Background: an optimization exercise with open tools, aiming at small area, a short achievable clock period and few clock cycles. Do not read the settings as production practice.
Function was not checked in any run shown here: the RTL went through the layout flow alone.
No activity file was given, so power comes from the tool's default toggle rates.

## flow/design.v (module list and top-level ports; edited modules follow where they fit)
// module LASER: 2984 lines
module LASER (
    input            CLK,
    input            RST,
    input      [3:0] X,
    input      [3:0] Y,
    output reg [3:0] C1X,
    output reg [3:0] C1Y,
    output reg [3:0] C2X,
    output reg [3:0] C2Y,
    output reg       DONE
);
  // ...
==> flow/flow/run.sh <==
#!/bin/bash
# The standard layout (standard.sh), with one change: the buffer that
# buffer_ports puts on every input and output port is sky130_fd_sc_hd__buf_2.
set -euo pipefail
bash standard.sh BUFFER_PORTS_ARGS="-buffer_cell sky130_fd_sc_hd__buf_2" finish > orfs_make.log 2>&1
==> flow/standard.sh <==
#!/bin/bash
# synth_recipe.tcl (not shown) runs the flow's synth.tcl, then flattens the netlist and writes it again
# the make line also repeats each setting of config.mk as NAME=value (left out here)
make -C /OpenROAD-flow-scripts/flow DESIGN_CONFIG=/design/flow/config.mk WORK_HOME=/design/flow/orfs CLKGATE_MAP_FILE= SYNTH_SCRIPT=/design/flow/synth_recipe.tcl "${@:-finish}"
==> flow/config.mk <==
export PLATFORM = sky130hd
export DESIGN_NAME = LASER
export DESIGN_NICKNAME = LASER
export VERILOG_FILES = /design/flow/design.v
export SDC_FILE = /design/flow/constraint.sdc
export NUM_CORES = 4
export LEC_CHECK = 0
export CAP_MARGIN = 20
export CORE_MARGIN = 2
export CORE_UTILIZATION = 40
export SLEW_MARGIN = 20
==> flow/constraint.sdc <==
create_clock -name core_clock -period 11.0 [get_ports {CLK}]
set_input_delay 2.2000 -clock core_clock [delete_from_list [all_inputs] [get_ports {CLK}]]
set_output_delay 2.2000 -clock core_clock [all_outputs]
set_load 0.01 [all_outputs]
==> flow_summary.json, run 1 <==
{
  "layout_common_cells": "inv_1 (1586), dfxtp_1 (1107), ha_1 (1036)",
  "r2r-end": "cn10[4]$_DFF_P_",
  "power_density_mw_per_mm2": 232,
  "routabilityCongestion": 0.992,
  "netlist_area_mm2": 0.0827,
  "worst_pin_slew_ns": 1.19,
  "pwr-share-comb": 0.511,
  "nNetsFinal": 10900,
  "grt_use_total": 0.258,
  "power.share.clock": 0.227,
  "vias": 65400,
  "port_buffers": 26,
  "die_x_um": 459,
  "ys.flop_type": "dfxtp_1",
  "start_kind": "flip-flop",
  "netSwitchingFraction": 0.438,
  "min_period_over_period": 0.351,
  "synth_cells": 9194,
  "pre_cts_ws_ns": 7.19,
  "num-nonclk-inverters": 1594,
  "top_area_cell_class": "multi-input gates",
  "numSequentialCells": 1141,
  "start_util": 0.404,
  "dpl.hpwl_mm": 224,
  "buffers": 61,
  "n_antenna_cell": 12,
  "whs_ns": 0.320,
  "rsz0062_at_grt": "false",
  "status": "timing/DRC/antenna clean"
}
==> run 2, diff against run 1 <==
--- a/flow/design.v
+++ b/flow/design.v
@@ -13,17 +13,19 @@
   reg [39:0]  tm;
   reg         inp, inp_d;    
   reg  [5:0]  icnt;
   reg  [3:0]  yq;            
   reg         aV;            
   reg         bV, bM, bL, cV, cL, dV, dL, eV, eL, fV, fL;
   reg  [3:0]  bY, cY, dY, eY, fY;
   reg  [3:0]  mx;            
-  wire        tk15;
+  wire [3:0]  ya;            
+  reg         aS, bS, cS, dS, eS, fS;    
+  reg         tail, tfirst, tookd, ended;
   reg         mv;            
   reg  [5:0]  B;
   reg  [1:0]  cnt;
   reg  [5:0]  bcnt;
   reg  [3:0]  bx, by;
   function [2:0] rclass(input [3:0] y, input [3:0] p);
     reg [4:0] d;
     begin
@@ -127,56 +129,56 @@
   reg [2:0] ca33;
   reg [2:0] ca34;
   reg [2:0] ca35;
   reg [2:0] ca36;
   reg [2:0] ca37;
   reg [2:0] ca38;
   reg [2:0] ca39;
   always @(posedge CLK) begin
-    ca0 <= tk15 ? rclass(4'd15, ty[3:0]) : rclass(yq, ty[3:0]);
-    ca1 <= tk15 ? rclass(4'd15, ty[7:4]) : rclass(yq, ty[7:4]);
-    ca2 <= tk15 ? rclass(4'd15, ty[11:8]) : rclass(yq, ty[11:8]);
-    ca3 <= tk15 ? rclass(4'd15, ty[15:12]) : rclass(yq, ty[15:12]);
-    ca4 <= tk15 ? rclass(4'd15, ty[19:16]) : rclass(yq, ty[19:16]);
-    ca5 <= tk15 ? rclass(4'd15, ty[23:20]) : rclass(yq, ty[23:20]);
-    ca6 <= tk15 ? rclass(4'd15, ty[27:24]) : rclass(yq, ty[27:24]);
-    ca7 <= tk15 ? rclass(4'd15, ty[31:28]) : rclass(yq, ty[31:28]);
-    ca8 <= tk15 ? rclass(4'd15, ty[35:32]) : rclass(yq, ty[35:32]);
-    ca9 <= tk15 ? rclass(4'd15, ty[39:36]) : rclass(yq, ty[39:36]);
-    ca10 <= tk15 ? rclass(4'd15, ty[43:40]) : rclass(yq, ty[43:40]);
-    ca11 <= tk15 ? rclass(4'd15, ty[47:44]) : rclass(yq, ty[47:44]);
-    ca12 <= tk15 ? rclass(4'd15, ty[51:48]) : rclass(yq, ty[51:48]);
-    ca13 <= tk15 ? rclass(4'd15, ty[55:52]) : rclass(yq, ty[55:52]);
-    ca14 <= tk15 ? rclass(4'd15, ty[59:56]) : rclass(yq, ty[59:56]);
-    ca15 <= tk15 ? rclass(4'd15, ty[63:60]) : rclass(yq, ty[63:60]);
-    ca16 <= tk15 ? rclass(4'd15, ty[67:64]) : rclass(yq, ty[67:64]);
-    ca17 <= tk15 ? rclass(4'd15, ty[71:68]) : rclass(yq, ty[71:68]);
-    ca18 <= tk15 ? rclass(4'd15, ty[75:72]) : rclass(yq, ty[75:72]);
-    ca19 <= tk15 ? rclass(4'd15, ty[79:76]) : rclass(yq, ty[79:76]);
-    ca20 <= tk15 ? rclass(4'd15, ty[83:80]) : rclass(yq, ty[83:80]);
-    ca21 <= tk15 ? rclass(4'd15, ty[87:84]) : rclass(yq, ty[87:84]);
-    ca22 <= tk15 ? rclass(4'd15, ty[91:88]) : rclass(yq, ty[91:88]);
-    ca23 <= tk15 ? rclass(4'd15, ty[95:92]) : rclass(yq, ty[95:92]);
-    ca24 <= tk15 ? rclass(4'd15, ty[99:96]) : rclass(yq, ty[99:96]);
-    ca25 <= tk15 ? rclass(4'd15, ty[103:100]) : rclass(yq, ty[103:100]);
-    ca26 <= tk15 ? rclass(4'd15, ty[107:104]) : rclass(yq, ty[107:104]);
-    ca27 <= tk15 ? rclass(4'd15, ty[111:108]) : rclass(yq, ty[111:108]);
-    ca28 <= tk15 ? rclass(4'd15, ty[115:112]) : rclass(yq, ty[115:112]);
-    ca29 <= tk15 ? rclass(4'd15, ty[119:116]) : rclass(yq, ty[119:116]);
-    ca30 <= tk15 ? rclass(4'd15, ty[123:120]) : rclass(yq, ty[123:120]);
-    ca31 <= tk15 ? rclass(4'd15, ty[127:124]) : rclass(yq, ty[127:124]);
-    ca32 <= tk15 ? rclass(4'd15, ty[131:128]) : rclass(yq, ty[131:128]);
-    ca33 <= tk15 ? rclass(4'd15, ty[135:132]) : rclass(yq, ty[135:132]);
-    ca34 <= tk15 ? rclass(4'd15, ty[139:136]) : rclass(yq, ty[139:136]);
-    ca35 <= tk15 ? rclass(4'd15, ty[143:140]) : rclass(yq, ty[143:140]);
-    ca36 <= tk15 ? rclass(4'd15, ty[147:144]) : rclass(yq, ty[147:144]);
-    ca37 <= tk15 ? rclass(4'd15, ty[151:148]) : rclass(yq, ty[151:148]);
-    ca38 <= tk15 ? rclass(4'd15, ty[155:152]) : rclass(yq, ty[155:152]);
-    ca39 <= tk15 ? rclass(4'd15, ty[159:156]) : rclass(yq, ty[159:156]);
+    ca0 <= rclass(ya, ty[3:0]);
+    ca1 <= rclass(ya, ty[7:4]);
+    ca2 <= rclass(ya, ty[11:8]);
+    ca3 <= rclass(ya, ty[15:12]);
+    ca4 <= rclass(ya, ty[19:16]);
+    ca5 <= rclass(ya, ty[23:20]);
+    ca6 <= rclass(ya, ty[27:24]);
+    ca7 <= rclass(ya, ty[31:28]);
+    ca8 <= rclass(ya, ty[35:32]);
+    ca9 <= rclass(ya, ty[39:36]);
+    ca10 <= rclass(ya, ty[43:40]);
+    ca11 <= rclass(ya, ty[47:44]);
+    ca12 <= rclass(ya, ty[51:48]);
+    ca13 <= rclass(ya, ty[55:52]);
+    ca14 <= rclass(ya, ty[59:56]);
+    ca15 <= rclass(ya, ty[63:60]);
+    ca16 <= rclass(ya, ty[67:64]);
+    ca17 <= rclass(ya, ty[71:68]);
+    ca18 <= rclass(ya, ty[75:72]);
+    ca19 <= rclass(ya, ty[79:76]);
+    ca20 <= rclass(ya, ty[83:80]);
+    ca21 <= rclass(ya, ty[87:84]);
+    ca22 <= rclass(ya, ty[91:88]);
+    ca23 <= rclass(ya, ty[95:92]);
+    ca24 <= rclass(ya, ty[99:96]);
+    ca25 <= rclass(ya, ty[103:100]);
+    ca26 <= rclass(ya, ty[107:104]);
+    ca27 <= rclass(ya, ty[111:108]);
+    ca28 <= rclass(ya, ty[115:112]);
+    ca29 <= rclass(ya, ty[119:116]);
+    ca30 <= rclass(ya, ty[123:120]);
+    ca31 <= rclass(ya, ty[127:124]);
+    ca32 <= rclass(ya, ty[131:128]);
+    ca33 <= rclass(ya, ty[135:132]);
+    ca34 <= rclass(ya, ty[139:136]);
+    ca35 <= rclass(ya, ty[143:140]);
+    ca36 <= rclass(ya, ty[147:144]);
+    ca37 <= rclass(ya, ty[151:148]);
+    ca38 <= rclass(ya, ty[155:152]);
+    ca39 <= rclass(ya, ty[159:156]);
   end
   wire [8:0] lh0 = lohi(ca0, tx[7:4], tm[1]);
   wire hit0 = lh0[8] & (lh0[7:4] <= mx) & (mx <= lh0[3:0]);
   wire b0_0 = lh0[8] & (lh0[7:4] <= 4'd0) & (4'd0 <= lh0[3:0]);
   wire b0_1 = lh0[8] & (lh0[7:4] <= 4'd1) & (4'd1 <= lh0[3:0]);
   wire b0_2 = lh0[8] & (lh0[7:4] <= 4'd2) & (4'd2 <= lh0[3:0]);
   wire b0_3 = lh0[8] & (lh0[7:4] <= 4'd3) & (4'd3 <= lh0[3:0]);
   wire b0_4 = lh0[8] & (lh0[7:4] <= 4'd4) & (4'd4 <= lh0[3:0]);
@@ -2916,69 +2918,91 @@
   wire e_0_s2 = e_0_ge20 & e_0_ge21 & ~e_0_ge32;
   wire e_0_s3 = e_0_ge30 & e_0_ge31 & e_0_ge32;
   wire [5:0] ce_0 = ({6{e_0_s0}} & gc0) | ({6{e_0_s1}} & gc1) | ({6{e_0_s2}} & gc2) | ({6{e_0_s3}} & gc3);
   wire [3:0] ie_0 = ({4{e_0_s0}} & gi0) | ({4{e_0_s1}} & gi1) | ({4{e_0_s2}} & gi2) | ({4{e_0_s3}} & gi3);
   reg [5:0] fc; reg [3:0] fi;
   always @(posedge CLK) begin
     fc <= ce_0; fi <= ie_0;
   end
-  wire       take = fV & (fc >= bcnt);
+  wire       cur  = fV & ~fS;                  
+  wire       take = cur & (fc >= bcnt);
   wire [5:0] nbc = take ? fc : bcnt;
   wire [3:0] nbx = take ? fi : bx;
   wire [3:0] nby = take ? fY : by;
-  wire       pe  = fV & fL;                  
-  assign     tk15 = pe & take;
+  wire       pe  = cur & fL;                   
   wire [3:0] ox = mv ? C2X : C1X;
   wire [3:0] oy = mv ? C2Y : C1Y;
   wire       same = (nbx == ox) && (nby == oy);
   wire       eqB  = (nbc == B);
   wire       fin  = same | (eqB & (cnt == 2'd2));
+  wire       kall = pe & (fin | take);         
+  wire       issue = tail & (tfirst | tookd);
+  assign     ya = issue ? by : yq;
   wire [3:0] hx = tx[3:0], hy = ty[3:0];
   wire in00 = ((hx == 4'd0) & (hy <= 4'd4)) | ((hx <= 4'd2) & (hy <= 4'd3)) |
               ((hx <= 4'd3) & (hy <= 4'd2)) | ((hx <= 4'd4) & (hy == 4'd0));
   wire [39:0] hitv = {hit39,hit38,hit37,hit36,hit35,hit34,hit33,hit32,hit31,hit30,hit29,hit28,hit27,hit26,hit25,hit24,hit23,hit22,hit21,hit20,hit19,hit18,hit17,hit16,hit15,hit14,hit13,hit12,hit11,hit10,hit9,hit8,hit7,hit6,hit5,hit4,hit3,hit2,hit1,hit0};
   always @(posedge CLK) begin
     tx <= {tx[155:0], inp ? X : tx[159:156]};
     ty <= {ty[155:0], inp ? Y : ty[159:156]};
-    if (bM)      tm <= {hitv[37:0], hitv[39:38]};
-    else if (pe) tm <= 40'd0;
+    if (issue)   tm <= 40'd0;
+    else if (bM) tm <= {hitv[37:0], hitv[39:38]};
     else         tm <= {tm[38:1], inp_d ? in00 : tm[0], tm[39]};
     bY <= yq; cY <= bY; dY <= cY; eY <= dY; fY <= eY;
     bL <= (yq == 4'd15); cL <= bL; dL <= cL; eL <= dL; fL <= eL;
+    bS <= aS & ~pe; cS <= bS & ~pe; dS <= cS & ~pe; eS <= dS & ~pe; fS <= eS & ~pe;
     bcnt <= nbc; bx <= nbx; by <= nby;
+    tookd <= take;
+    if (issue) mx <= bx;
     if (RST) begin
       inp <= 1'b1; inp_d <= 1'b0; icnt <= 6'd0; DONE <= 1'b0;
       aV <= 1'b0; bV <= 1'b0; bM <= 1'b0; cV <= 1'b0; dV <= 1'b0; eV <= 1'b0; fV <= 1'b0;
+      tail <= 1'b0; tfirst <= 1'b0; ended <= 1'b0;
     end else begin
       inp_d <= inp;
-      bV <= aV; bM <= pe; cV <= bV; dV <= cV; eV <= dV; fV <= eV;
+      bV <= aV & ~issue & ~kall;
+      bM <= issue & ~kall;
+      cV <= bV & ~(issue & bS) & ~kall;
+      dV <= cV & ~(issue & cS) & ~kall;
+      eV <= dV & ~(issue & dS) & ~kall;
+      fV <= eV & ~(issue & eS) & ~kall;
+      tfirst <= 1'b0;
       if (inp) begin
         icnt <= icnt + 6'd1;
         C1X <= 4'd0; C1Y <= 4'd0; C2X <= 4'd0; C2Y <= 4'd0;
         mv <= 1'b0; B <= 6'd0; cnt <= 2'd0; bcnt <= 6'd0;
-        yq <= 4'd0;
+        yq <= 4'd0; aS <= 1'b0;
         if (icnt == 6'd39) begin
           inp <= 1'b0; aV <= 1'b1;
         end
       end
       if (DONE) begin
         DONE <= 1'b0; inp <= 1'b1; icnt <= 6'd0;
       end
-      if (aV) begin
+      if (issue) begin
+        aV <= 1'b1; yq <= 4'd0; aS <= ~(ended | pe);
+        if (ended | pe) begin tail <= 1'b0; ended <= 1'b0; end
+      end else if (aV) begin
         yq <= yq + 4'd1;
-        if (yq == 4'd15) aV <= 1'b0;
-      end else if (~inp)
-        yq <= nby;
+        if (yq == 4'd15) begin
+          aV <= 1'b0;
+          if (~aS) begin tail <= 1'b1; tfirst <= 1'b1; end
+        end
+      end
       if (pe) begin
-        mx <= nbx;
+        aS <= 1'b0;
         if (mv) begin C2X <= nbx; C2Y <= nby; end
         else    begin C1X <= nbx; C1Y <= nby; end
         B <= nbc; cnt <= eqB ? cnt + 2'd1 : 2'd0;
         bcnt <= 6'd0;
-        if (fin) DONE <= 1'b1;
-        else begin
-          mv <= ~mv; aV <= 1'b1; yq <= 4'd0;
+        mv <= ~mv;
+        if (fin) begin
+          DONE <= 1'b1; tail <= 1'b0; ended <= 1'b0; aV <= 1'b0;
+        end else if (take) begin
+          tail <= 1'b1; ended <= 1'b1; aV <= 1'b0;
+        end else begin
+          tail <= 1'b0; ended <= 1'b0;
         end
       end
     end
   end
 endmodule
==> run 2 against run 1 <==
  * Still clean on timing, DRC and antenna
  * Synthesized cell count decreased by 3.3%
  * Sequential power up 2%
  * Flip-flop and latch count up 10
  * Design area shrank 1.3%
  * Combinational power grew 8%
  * Critical endpoint is now ca12[0]$_SDFF_PP1_
  * Largest cell class unchanged
  * Highest routed layer unchanged
==> flow_summary.json, run 2 <==
{
  "synth_seq_cells": 1151,
  "via_per_inst": 5.37,
  "min_period_over_period": 0.391,
  "fin_tns_setup_ns": 0,
  "cts_buffers": 136,
  "h-tree-depth": 4,
  "p_leak_nw": 42.8,
  "status": "timing/DRC/antenna clean",
  "skew_ns": 0.0563,
  "vias": 63000,
  "synth_edf_count": 34,
  "die-area_mm2": 0.207,
  "synth_nets": 10600,
  "layout_common_cells": "inv_1 (1561), dfxtp_1 (1116), ha_1 (1037)",
  "cts_resized": 0,
  "layout_commonest_cell": "inv_1",
  "synthSimpleGateAreaFrac": 0.126,
  "grt_use_total": 0.257,
  "yosysTopAreaCell": "dfxtp_1",
  "gr-total-overflow": 0,
  "clockBufferDepth": 3,
  "grt_pass1_vias": 63000,
  "reg_top3": "tx x160, ty x160, tm x40",
  "cts_tree": "done",
  "async_reset_ff_frac": 0,
  "period_needed_ns": 4.30,
  "critPathArrivalTime_ns": 5.03,
  "drc": 0,
  "cpLargestDelayFamily": "buffers and inverters",
  "ant_nets": 0,
  "synth_cells": 8891,
  "yosysSeqAreaShare": 0.288,
  "peakVddDrop_uv": 212,
  "routabilityCongestion": 1.00,
  "cts-root-buf": "clkbuf_16",
  "cts_sinks": 1151,
  "grt_max_degree": 43,
  "drive_gt1_frac": 0.0431,
  "start_kind": "flip-flop",
  "rsz0062_at_grt": "false",
  "fmax_mhz": 233,
  "start_util": 0.402,
  "synth_warnings": 1,
  "core.rowCount": 165,
  "crit_buf_inv": 3,
  "yosys.area_share.adder": 0.319,
  "syn_to_final_growth_pct": 9.95,
  "timing.slew.headroom": 0.345,
  "core_area_mm2": 0.202,
  "worst_pin_slew_ns": 0.975,
  "cp_cell_sequence": "o21ai_1 -> buf_4 -> inv_2 -> nand2_1 -> nand2_2 -> buf_4 -> ha_1 -> a21oi_1 -> xnor2_1 -> o21bai_1 -> or2_2 -> mux2i_1 -> a21o_1",
  "multiInputGateArea_mm2": 0.0515,
  "hold_violations": 0,
  "antenna_found_initial": 10,
  "die_y_um": 455,
  "routedWlPerCell_um": 22.8,
  "end_kind": "flip-flop",
  "worst-path-max-fanout": 26,
  "drv_cap": 0,
  "finalSetupViolations": 0,
  "internal_power_mw": 12.4,
  "netlist_area_mm2": 0.0813,
  "hold_class": "reg2reg",
  "synth.area.mux_share": 0.00752,
  "whs_ns": 0.324,
  "ys.flop_type": "dfxtp_1",
  "clock_latency_ns": 0.84,
  "dpl.hpwl_mm": 217,
  "power_density_mw_per_mm2": 249,
  "synth_top_area_frac": 0.275,
  "synth_xor_area_frac": 0.0324,
  "cts_hold_buf": 0,
  "die_x_um": 455,
  "drv_slew": 0,
  "synth_area_leaders": "dfxtp_1 (27%), ha_1 (16%), fa_1 (16%)",
  "power_switching_mw": 9.86,
  "nNetsFinal": 10600,
  "power.share.clock": 0.222,
  "first_pass_iters": 8,
  "wl_mm": 267,
  "seqPwrFrac": 0.252,
  "port_buffers": 26,
  "path_class": "reg2reg",
  "avgSynthCellArea_um2": 9.15,
  "regArea_mm2": 0.0234,
  "crit_path_frequent_cell": "buf_4",
  "synth_top_family_by_area": "adder cells",
  "clk_pin_slew_ns": 0.06,
  "num_io_pins": 27,
  "yosys.cell_types.count": 74,
  "netSwitchingFraction": 0.442,
  "worst_path_max_delay_cell": "nand2_2",
  "synthMostInstantiatedCell": "inv_1",
  "synth_commonest_cells": "inv_1 (1567), dfxtp_1 (1117), ha_1 (1037)",
  "grt_pass1_wl_mm": 397,
  "post-cts-setup-buffer-count": 0,
  "drt_iter0_markers": 6042,
  "cp.required_ns": 11.73,
  "n_fill_cell": 19400,
  "synth_compound_gate_area_share": 0.148,
  "pwr-share-comb": 0.527,
  "critical-path-max-stage-delay_ns": 0.68
}
## run 2: layout make-up
class,count,area share
sequential,1151,0.262
tap,2672,0.0374
multi-input combinational,6033,0.576
inverter,1568,0.0660
clock inverter,71,0.0134
antenna,7,0.000196
clock buffer,171,0.0413
timing repair buffer,55,0.00389
## run 2: power by group through the flow
stage               sequential [mW]  combinational (mW)  clock, mW
detailed placement             5.69                11.5          0
global route                   5.67                13.0       5.19
floorplan                      5.40                7.77          0
finish                         5.61                11.7       4.94
CTS                            5.61                11.6       5.04
global placement               5.69                11.3          0
## run 2: final timing paths
path / start / to / slack, ns / depth (start not counted)
min: bY[2]$_DFF_P_ / cY[2]$_DFF_P_ / 0.32 / 0
max: tail$_SDFFE_PP0P_ / ca12[0]$_SDFF_PP1_ / 6.70 / 13
min reg2reg: bY[2]$_DFF_P_ / cY[2]$_DFF_P_ / 0.32 / 0
max reg2reg: tail$_SDFFE_PP0P_ / ca12[0]$_SDFF_PP1_ / 6.70 / 13
## run 2: kinds of logic after synthesis
family,count (synthesis)
AND/OR/NAND/NOR,2122
AO/OA/AOI/OAI,1867
buffers and inverters,1707
adder cells (fa/ha/maj),1685
flip-flops,1151
XOR/XNOR,301
multiplexers,58
## run 2: worst reg2reg max path, cell delays in order (launching register included)
cell and delay, ns:
dfxtp_1 0.33, o21ai_1 0.07, buf_4 0.19, inv_2 0.60, nand2_1 0.15, nand2_2 0.68, buf_4 0.63, ha_1 0.48
a21oi_1 0.19, xnor2_1 0.10, o21bai_1 0.17, or2_2 0.32, mux2i_1 0.17, a21o_1 0.14
## run 2: per-layer routing
metal | global-route usage | up-vias | routed length [um]
li1 | - | 29700 | -
met1 | 0.354 | 30600 | 121000
met2 | 0.405 | 2156 | 118000
met3 | 0.0408 | 429 | 17000
met4 | 0.0950 | 2 | 10800
met5 | 0 | - | 12
## run 2: per-stage QoR
| stage | worst slack (ns) | util | cells | power (mW) | area, um^2 |
|---|---|---|---|---|---|
| floorplan | 6.38 | - | 8891 | 13.2 | 81300 |
| global placement | 6.78 | 0.418 | 11500 | 17.0 | 84500 |
| detailed placement | 6.72 | 0.418 | 11500 | 17.2 | 84500 |
| CTS | 6.67 | 0.442 | 11700 | 22.2 | 89400 |
| global route | 6.48 | 0.442 | 11700 | 23.8 | 89400 |
| finish | 6.70 | 0.442 | 11700 | 22.3 | 89400 |
==> run 3, diff against run 2 <==
--- a/flow/config.mk
+++ b/flow/config.mk
@@ -9,3 +9,3 @@
 export CORE_MARGIN = 2
-export CORE_UTILIZATION = 40
+export CORE_UTILIZATION = 60
 export SLEW_MARGIN = 20
==> run 3 against run 2 <==
  * Largest cell class unchanged
  * Flip-flop and latch count is the same
  * Hold slack is essentially flat
  * Non-clock buffer count grew 3
  * Design area shrank 1.7%
  * Setup slack gained 0.053 ns
  * Sequential share of layout area grew 0.44 points
  * Clock skew shrank 0.021 ns
  * Clock power shrank 7.9%
  * Highest routed layer unchanged
==> flow_summary.json, run 3 <==
{
  "worst-path-max-fanout": 19,
  "worst_pin_slew_ns": 1.03,
  "worstHoldStart": "bY[3]$_DFF_P_",
  "clk_pin_slew_ns": 0.06,
  "core.rowCount": 135,
  "vias": 64100,
  "clockBufferDepth": 3,
  "synth_edf_count": 34,
  "timing.slew.headroom": 0.296,
  "h-tree-depth": 4,
  "layout_common_cells": "inv_1 (1561), dfxtp_1 (1116), ha_1 (1037)",
  "num_io_pins": 27,
  "start_util": 0.603,
  "grt_use_total": 0.363,
  "multiInputGateArea_mm2": 0.0515,
  "reg_top3": "tx x160, ty x160, tm x40",
  "cts_buffers": 133,
  "via_per_inst": 5.92,
  "period_needed_ns": 4.24,
  "ys.flop_type": "dfxtp_1",
  "n_fill_cell": 11200,
  "synth_seq_cells": 1151,
  "crit_start": "tookd$_DFF_P_",
  "yosysTopAreaCell": "dfxtp_1",
  "netlist_area_mm2": 0.0813,
  "clock_latency_ns": 0.79,
  "critical-path-max-stage-delay_ns": 0.86,
  "yosysSeqAreaShare": 0.288,
  "fmax_mhz": 236,
  "synthMostInstantiatedCell": "inv_1",
  "end_kind": "flip-flop",
  "regArea_mm2": 0.0234,
  "grt_pass1_vias": 61900,
  "finalSetupViolations": 0,
  "synth_commonest_cells": "inv_1 (1567), dfxtp_1 (1117), ha_1 (1037)",
  "cpLargestDelayFamily": "multiplexers",
  "skew_ns": 0.0356,
  "whs_ns": 0.324,
  "drv_slew": 0,
  "post-cts-setup-buffer-count": 0,
  "async_reset_ff_frac": 0,
  "die_y_um": 372,
  "first_pass_iters": 6,
  "drv_cap": 0,
  "grt_pass1_wl_mm": 376,
  "grt_max_degree": 44,
  "layout_commonest_cell": "inv_1",
  "drc": 0,
  "power_density_mw_per_mm2": 252,
  "status": "timing/DRC/antenna clean",
  "cp_cell_sequence": "o21ai_1 -> buf_4 -> mux2i_4 -> buf_4 -> buf_4 -> ha_1 -> inv_1 -> a21o_1 -> a21oi_1 -> xnor2_1 -> a21oi_1 -> nand2_1 -> mux2_2 -> o22ai_1",
  "syn_to_final_growth_pct": 8.13,
  "nNetsFinal": 10600,
  "die-area_mm2": 0.139,
  "synth_top_area_frac": 0.275,
  "drt_iter0_markers": 6587,
  "synth_cells": 8891,
  "cts_tree": "done",
  "drive_gt1_frac": 0.0436,
  "hold_violations": 0,
  "critPathArrivalTime_ns": 4.95,
  "cp.required_ns": 11.70,
  "worst_path_max_delay_cell": "mux2i_4",
  "cts_resized": 0,
  "crit_path_frequent_cell": "buf_4",
  "port_buffers": 26,
  "path_class": "reg2reg",
  "avgSynthCellArea_um2": 9.15,
  "p_leak_nw": 42.6,
  "routabilityCongestion": 1.04,
  "routedWlPerCell_um": 23.3,
  "gr-total-overflow": 0,
  "synth_warnings": 1,
  "yosys.cell_types.count": 74,
  "power_mw": 22.2,
  "die_x_um": 372,
  "min_period_over_period": 0.386,
  "synth_area_leaders": "dfxtp_1 (27%), ha_1 (16%), fa_1 (16%)",
  "fin_tns_setup_ns": 0,
  "placed_cells": 10600,
  "hold_class": "reg2reg",
  "fin_cells": 10800,
  "rsz0062_at_grt": "false",
  "antenna_found_initial": 25,
  "start_kind": "flip-flop",
  "crit_buf_inv": 4,
  "r2r_start": "tookd$_DFF_P_",
  "synth_nets": 10600,
  "ant_nets": 0,
  "cts-root-buf": "clkbuf_16",
  "core_area_mm2": 0.135,
  "wl_mm": 252,
  "cts_hold_buf": 0,
  "cts_sinks": 1151,
  "dpl.hpwl_mm": 207,
  "peakVddDrop_uv": 251
}
-- run 3: cell counts after synthesis --
Identical to the previous run, type by type.
-- run 3: worst register-to-register path, stage by stage (launching register included) --
cell and delay [ns]:
dfxtp_1 0.30, o21ai_1 0.30, buf_4 0.27, mux2i_4 0.87, buf_4 0.39, buf_4 0.42
ha_1 0.34, inv_1 0.05, a21o_1 0.17, a21oi_1 0.16, xnor2_1 0.13, a21oi_1 0.22
nand2_1 0.13, mux2_2 0.28, o22ai_1 0.16
-- run 3: kinds of logic (layout without fill, tap and decap cells) --
kind of cell	Yosys count	count (layout)	synth area share
AO/OA/AOI/OAI	1867	1867	0.148
other	0	2	0
adder cells (fa/ha/maj)	1685	1685	0.319
flip-flops	1151	1151	0.288
XOR/XNOR	301	301	0.0324
multiplexers	58	58	0.00752
buffers and inverters	1707	1869	0.0791
AND/OR/NAND/NOR	2122	2122	0.126
-- run 3: routing by layer --
metal | wire [um] | track usage | part of all wire | vias up
met2 | 110000 | 0.558 | 0.44 | 2768
li1 | - | - | - | 29800
met1 | 110000 | 0.510 | 0.43 | 31000
met5 | 81 | 0 | 0.00032 | -
met3 | 21900 | 0.0637 | 0.087 | 521
met4 | 10800 | 0.141 | 0.043 | 12
-- run 3: final cells by class --
class	instances	share of cell area
repair buffers	58	0.00421
well taps	1781	0.0253
diodes	2	0.0000569
flip-flops and latches	1151	0.266
clock buffers	174	0.0423
inverters	1568	0.0671
clock inverters	69	0.00908
multi-input cells	6033	0.586
-- run 3: power by group --
part / switching, mW / leakage, nW / internal [mW] / total, mW
registers: 0.595 / 9.58 / 5.02 / 5.62
logic: 7.52 / 30.8 / 4.49 / 12.0
clock network: 1.92 / 2.18 / 2.64 / 4.55
total: 10.0 / 42.6 / 12.2 / 22.2
-- run 3: final timing paths --
kind / to / slack [ns] / cells after the start
worst max-delay path: ca21[0]$_SDFF_PP1_ / 6.76 / 14
worst min-delay path: cY[3]$_DFF_P_ / 0.32 / 0
worst max register to register: ca21[0]$_SDFF_PP1_ / 6.76 / 14
worst min register to register: cY[3]$_DFF_P_ / 0.32 / 0
-- run 3: through the flow --
stage	setup slack [ns]	instance area (um^2)	util
2_1_floorplan	6.38	81300	-
3_3_place_gp	6.96	83400	0.618
3_5_place_dp	6.85	83400	0.618
4_1_cts	6.82	87900	0.652
5_1_grt	6.59	87900	0.652
6_report	6.76	87900	0.652

## static timing again, ports no longer ideal
How much do the figures lean on ideal ports? The routed layouts below were timed once more, with nothing changed but the port constraints.
Step 1 assumes that a clkbuf_16 drives the clock port and a buf_2 every other input.
Step 2, shift: input delay + t, output delay - t, t = (earliest + latest rising clock arrival at the registers) / 2. This alone moves slack from input paths to output paths.
Slacks: ideal ports / drivers / drivers and shift; pairs: ideal ports / drivers.
run | shift t [ns] | slack for setup (ns) | clock arrival spread, ns | slew at the worst register clock pin (ns)
run 1 | 0.870 | 7.144 / 7.144 / 7.144 | 0.037 / 0.038 | 0.07 / 0.07
run 2 | 0.895 | 6.704 / 6.704 / 6.704 | 0.056 / 0.057 | 0.07 / 0.07
run 3 | 0.867 | 6.757 / 6.757 / 6.757 | 0.038 / 0.037 | 0.07 / 0.07
After both steps every run listed still meets setup and hold.
